From an optimization exercise on the open Yosys and OpenROAD flow, aimed at small area; shortcuts taken in it are not production practice. The RTL was checked by simulation tests, not by an equivalence proof against the original design. Power figures rest on the tool's default switching activity, not on a simulated workload.

// uart_ip_top
 module uart_ip_top #(
     parameter  FRAME_WIDTH     =   8,
     parameter  FIFO_DEPTH      =   16,
     parameter  BAUD_RATE       =   115_200,
     parameter  SYS_CLK_FREQ    =   50_000_000
 )
 (
     sys_clk,
     reset,
     din,
     ri,
     si,
     tx,
     dout,
     ro, 
     so,
     rx
 );
make LEC_CHECK=0 CAP_MARGIN=20 CORE_MARGIN=2 CORE_UTILIZATION=40 CTS_BUF_LIST=sky130_fd_sc_hd__clkbuf_4 SLEW_MARGIN=20 finish   # period 20.0 ns
run.sh (not shown) runs the stock make flow with config.mk's settings and CLKGATE_MAP_FILE= SYNTH_SCRIPT=/design/flow/synth_recipe.tcl, a recipe that flattens the netlist after the stock synthesis.
The baseline finished clean.
Edit:
- CTS_BUF_LIST: sky130_fd_sc_hd__clkbuf_4 -> unset
What happened: Sequential power hardly moves; final cell count came out lower by 5.9%; non-clock buffer count stays the same; core utilization went up by 0.22 points; clock-buffer cell count fell by 108; worst setup slack gets worse by 0.010 ns; wire length drops by 1.6%; synthesized area does not change; die area does not change; via count goes down by 3.7%; fmax hardly moves.

---

uart_ip_top, a different RTL version from the one above (not shown whole).
Size in the first run: about 660 cells after synthesis, ~320 flip-flops, about 24 I/O pins, roughly 11000 µm² of cells after synthesis.
## uart_ip_top
module uart_ip_top (
    sys_clk,
    reset,
    din,
    ri,
    si,
    tx,
    dout,
    ro,
    so,
    rx
);
    input           sys_clk;
    input           reset;
    input   [0:7]   din;
    input           si;
    output          ri;
    output          tx;
    output  [0:7]   dout;
    input           ro;
    output          so;
    input           rx;
    reg     [8:0]   tc;
    wire            bit_tick = tc[8] & ~tc[7] & tc[6] & ~tc[5] & tc[4] & ~tc[3] & tc[2] & ~tc[0];
    wire            tc_two   = tc[8] & ~tc[7] & ~tc[5] & tc[4] & ~tc[3] & ~tc[2] & ~tc[1] & tc[0];
    always @(posedge sys_clk, posedge reset)
        if (reset)  tc <= 9'b001010100;
        else        tc <= {tc[7:0], tc[8] ^ tc[3] ^ bit_tick};
    reg     [0:7]   tmem [0:15];
    reg     [4:0]   tcnt;
    wire            t_full = tcnt[4];
    wire            t_ne   = |tcnt;
    integer         ti;
    assign ri = si & ~t_full;
    always @(posedge sys_clk)
        if (ri) begin
            tmem[0] <= din;
  ...
export LEC_CHECK = 0
export CAP_MARGIN = 20
export CORE_MARGIN = 2
export CORE_UTILIZATION = 60
export CTS_BUF_LIST = sky130_fd_sc_hd__clkbuf_16
export CTS_CLUSTER_DIAMETER = 80
export CTS_CLUSTER_SIZE = 30
export SLEW_MARGIN = 20
create_clock -name core_clock -period 20.0 [get_ports {sys_clk}]
standard.sh (not shown) runs the stock make flow with config.mk's settings and CLKGATE_MAP_FILE= SYNTH_SCRIPT=/design/flow/synth_recipe.tcl, a recipe that flattens the netlist after the stock synthesis.
==> flow/flow/run.sh <==
#!/bin/bash
# Own layout flow: the standard layout, with two changes.
#  1. Synthesis is ORFS's (synth_recipe.tcl, unchanged), but ABC maps the
#     logic with an area-oriented script (flow/abc_map.script) in place of
#     ORFS's delay-oriented abc_speed.script. Flip-flops are mapped by
#     dfflibmap before ABC runs, so the registers are the standard ones.
#  2. Port buffers use the smallest buffer cell.
# Each tool's output goes to a log file in this folder.
set -euo pipefail
here=$(pwd)
rm -rf "$here/scripts_abc"
cp -r "$FLOW_HOME/scripts" "$here/scripts_abc"
cp "$here/flow/abc_map.script" "$here/scripts_abc/abc_speed.script"
bash standard.sh SCRIPTS_DIR="$here/scripts_abc" synth > "$here/synth.log" 2>&1
bash standard.sh BUFFER_PORTS_ARGS="-buffer_cell sky130_fd_sc_hd__buf_1" > "$here/layout.log" 2>&1
test -s out/final.def
==> flow/flow/abc_map.script <==
strash
ifraig
scorr
dc2
strash
&get -n
&st
&dch
&nf -R 1000 -p
&put
topo
stime -c
The starting point produced a clean layout.
Edit:
- CORE_UTILIZATION: 60 -> 70
- CTS_CLUSTER_SIZE: 30 -> 35
The changed run completed with no timing, DRC or antenna violations.
Count of clock-buffer cells in the layout came out lower by 3.
Setup slack improved by 0.060 ns.
Synthesized area is unchanged.
Flip-flop and latch count does not change.
Edit:
--- a/flow/flow/run.sh
+++ b/flow/flow/run.sh
@@ -2 +2 @@
-# Own layout flow: the standard layout, with two changes.
+# Own layout flow: the standard layout (standard.sh), with these changes.
@@ -6,0 +7,2 @@
+#     Adders are left to ABC as plain logic (no ADDER_MAP_FILE cells and no
+#     Kogge-Stone carry map), which ABC maps smaller for this design.
@@ -7,0 +10 @@
+#  3. Clock tree synthesis without dummy loads.
@@ -14,2 +17,5 @@
-bash standard.sh SCRIPTS_DIR="$here/scripts_abc" synth > "$here/synth.log" 2>&1
-bash standard.sh BUFFER_PORTS_ARGS="-buffer_cell sky130_fd_sc_hd__buf_1" > "$here/layout.log" 2>&1
+bash standard.sh SCRIPTS_DIR="$here/scripts_abc" ADDER_MAP_FILE= SYNTH_OPERATIONS_ARGS=-nofsm synth > "$here/synth.log" 2>&1
+cts="-sink_clustering_enable -repair_clock_nets -dont_use_dummy_load"
+cts="$cts -sink_clustering_size $(cat flow/cts_size) -sink_clustering_max_diameter $(cat flow/cts_diam)"
+cts="$cts -buf_list $(cat flow/cts_buf)"
+bash standard.sh BUFFER_PORTS_ARGS="-buffer_cell sky130_fd_sc_hd__buf_1" CTS_ARGS="$cts" > "$here/layout.log" 2>&1
==> flow/flow/abc_map.script (replaced) <==
strash
ifraig
scorr
dc2
strash
&get -n
&st
&dch
&nf -R 1000 -p -C 32 -F 8 -A 8
&put
topo
stime -c
==> flow/flow/cts_buf (new file) <==
sky130_fd_sc_hd__clkbuf_16
==> flow/flow/cts_diam (new file) <==
100
==> flow/flow/cts_size (new file) <==
30
- CORE_UTILIZATION: 70 -> 50
- CTS_BUF_LIST: sky130_fd_sc_hd__clkbuf_16 -> unset
- CTS_CLUSTER_DIAMETER: 80 -> unset
- CTS_CLUSTER_SIZE: 35 -> unset
- GPL_TIMING_DRIVEN: unset -> 0
Non-clock buffer count is unchanged.
Sequential power rises slightly.
Total power falls by a few percent.
Edit:
- CORE_UTILIZATION: 50 -> 60
- CTS_BUF_LIST: unset -> sky130_fd_sc_hd__clkbuf_16
- CTS_CLUSTER_DIAMETER: unset -> 80
- CTS_CLUSTER_SIZE: unset -> 30
- GPL_TIMING_DRIVEN: 0 -> unset
Effect: The changed run ran to the end with no violations. Final cell count falls by a few percent. Fmax rose by a few percent. Setup slack gains 0.56 ns. Cell area came out lower slightly. Non-clock buffer count increases by 3. Routed wire length hardly moves. Area after synthesis is unchanged. Via count barely changes.
Edit:
==> flow/flow/cts_diam (replaced) <==
150
- CTS_BUF_LIST: sky130_fd_sc_hd__clkbuf_16 -> unset
- CTS_CLUSTER_DIAMETER: 80 -> unset
- CTS_CLUSTER_SIZE: 30 -> unset
After rerunning: Cell count stays the same; total power stays flat; global-route usage hardly moves; clock skew increases by 0.0043 ns; routed wire length is about the same; register-to-register slack stays flat; cell area is unchanged.

## port drivers added, routing unchanged
In the flow no input, the clock included, has a driving cell. The finished layouts below were timed again as built, in two steps. Step 1 sets driving cells, clkbuf_16 on the clock port and buf_2 on the other inputs (assumed; they add their load-dependent delay and slew). Step 2 also shifts input and output timing later by t, the mid clock arrival at the registers, as if the neighbouring blocks saw the same clock. a / b / c = no drivers / after step 1 / after step 2; a / b = the first two.
| run | t (ns) | setup slack, ns | worst hold slack (ns) | worst register clock-pin slew, ns | pins driven straight from the clock port |
|---|---|---|---|---|---|
| the first run of note 1 | 0.794 | 10.374 / 10.351 / 10.351 | 0.346 / 0.346 / 0.346 | 0.07 / 0.07 | 1 |
| the second run of note 1 | 0.581 | 10.364 / 10.341 / 10.341 | 0.349 / 0.349 / 0.349 | 0.06 / 0.06 | 1 |
| the first run of note 2 | 0.536 | 11.114 / 11.087 / 11.087 | 0.351 / 0.351 / 0.351 | 0.11 / 0.11 | 1 |
| the second run of note 2 | 0.531 | 11.174 / 11.148 / 11.148 | 0.357 / 0.357 / 0.357 | 0.12 / 0.12 | 1 |
| the third run of note 2 | 0.536 | 10.420 / 10.396 / 10.396 | 0.342 / 0.342 / 0.342 | 0.11 / 0.11 | 1 |
| the fourth run of note 2 | 0.522 | 10.976 / 10.954 / 10.954 | 0.334 / 0.334 / 0.334 | 0.11 / 0.11 | 1 |
| the fifth run of note 2 | 0.517 | 10.979 / 10.956 / 10.956 | 0.356 / 0.356 / 0.356 | 0.11 / 0.11 | 1 |
After both steps setup and hold are still met in every run listed. The setup slack of the first run of note 2, which loses most, moves by -0.027 ns with the drivers and by -0.027 ns with both steps.
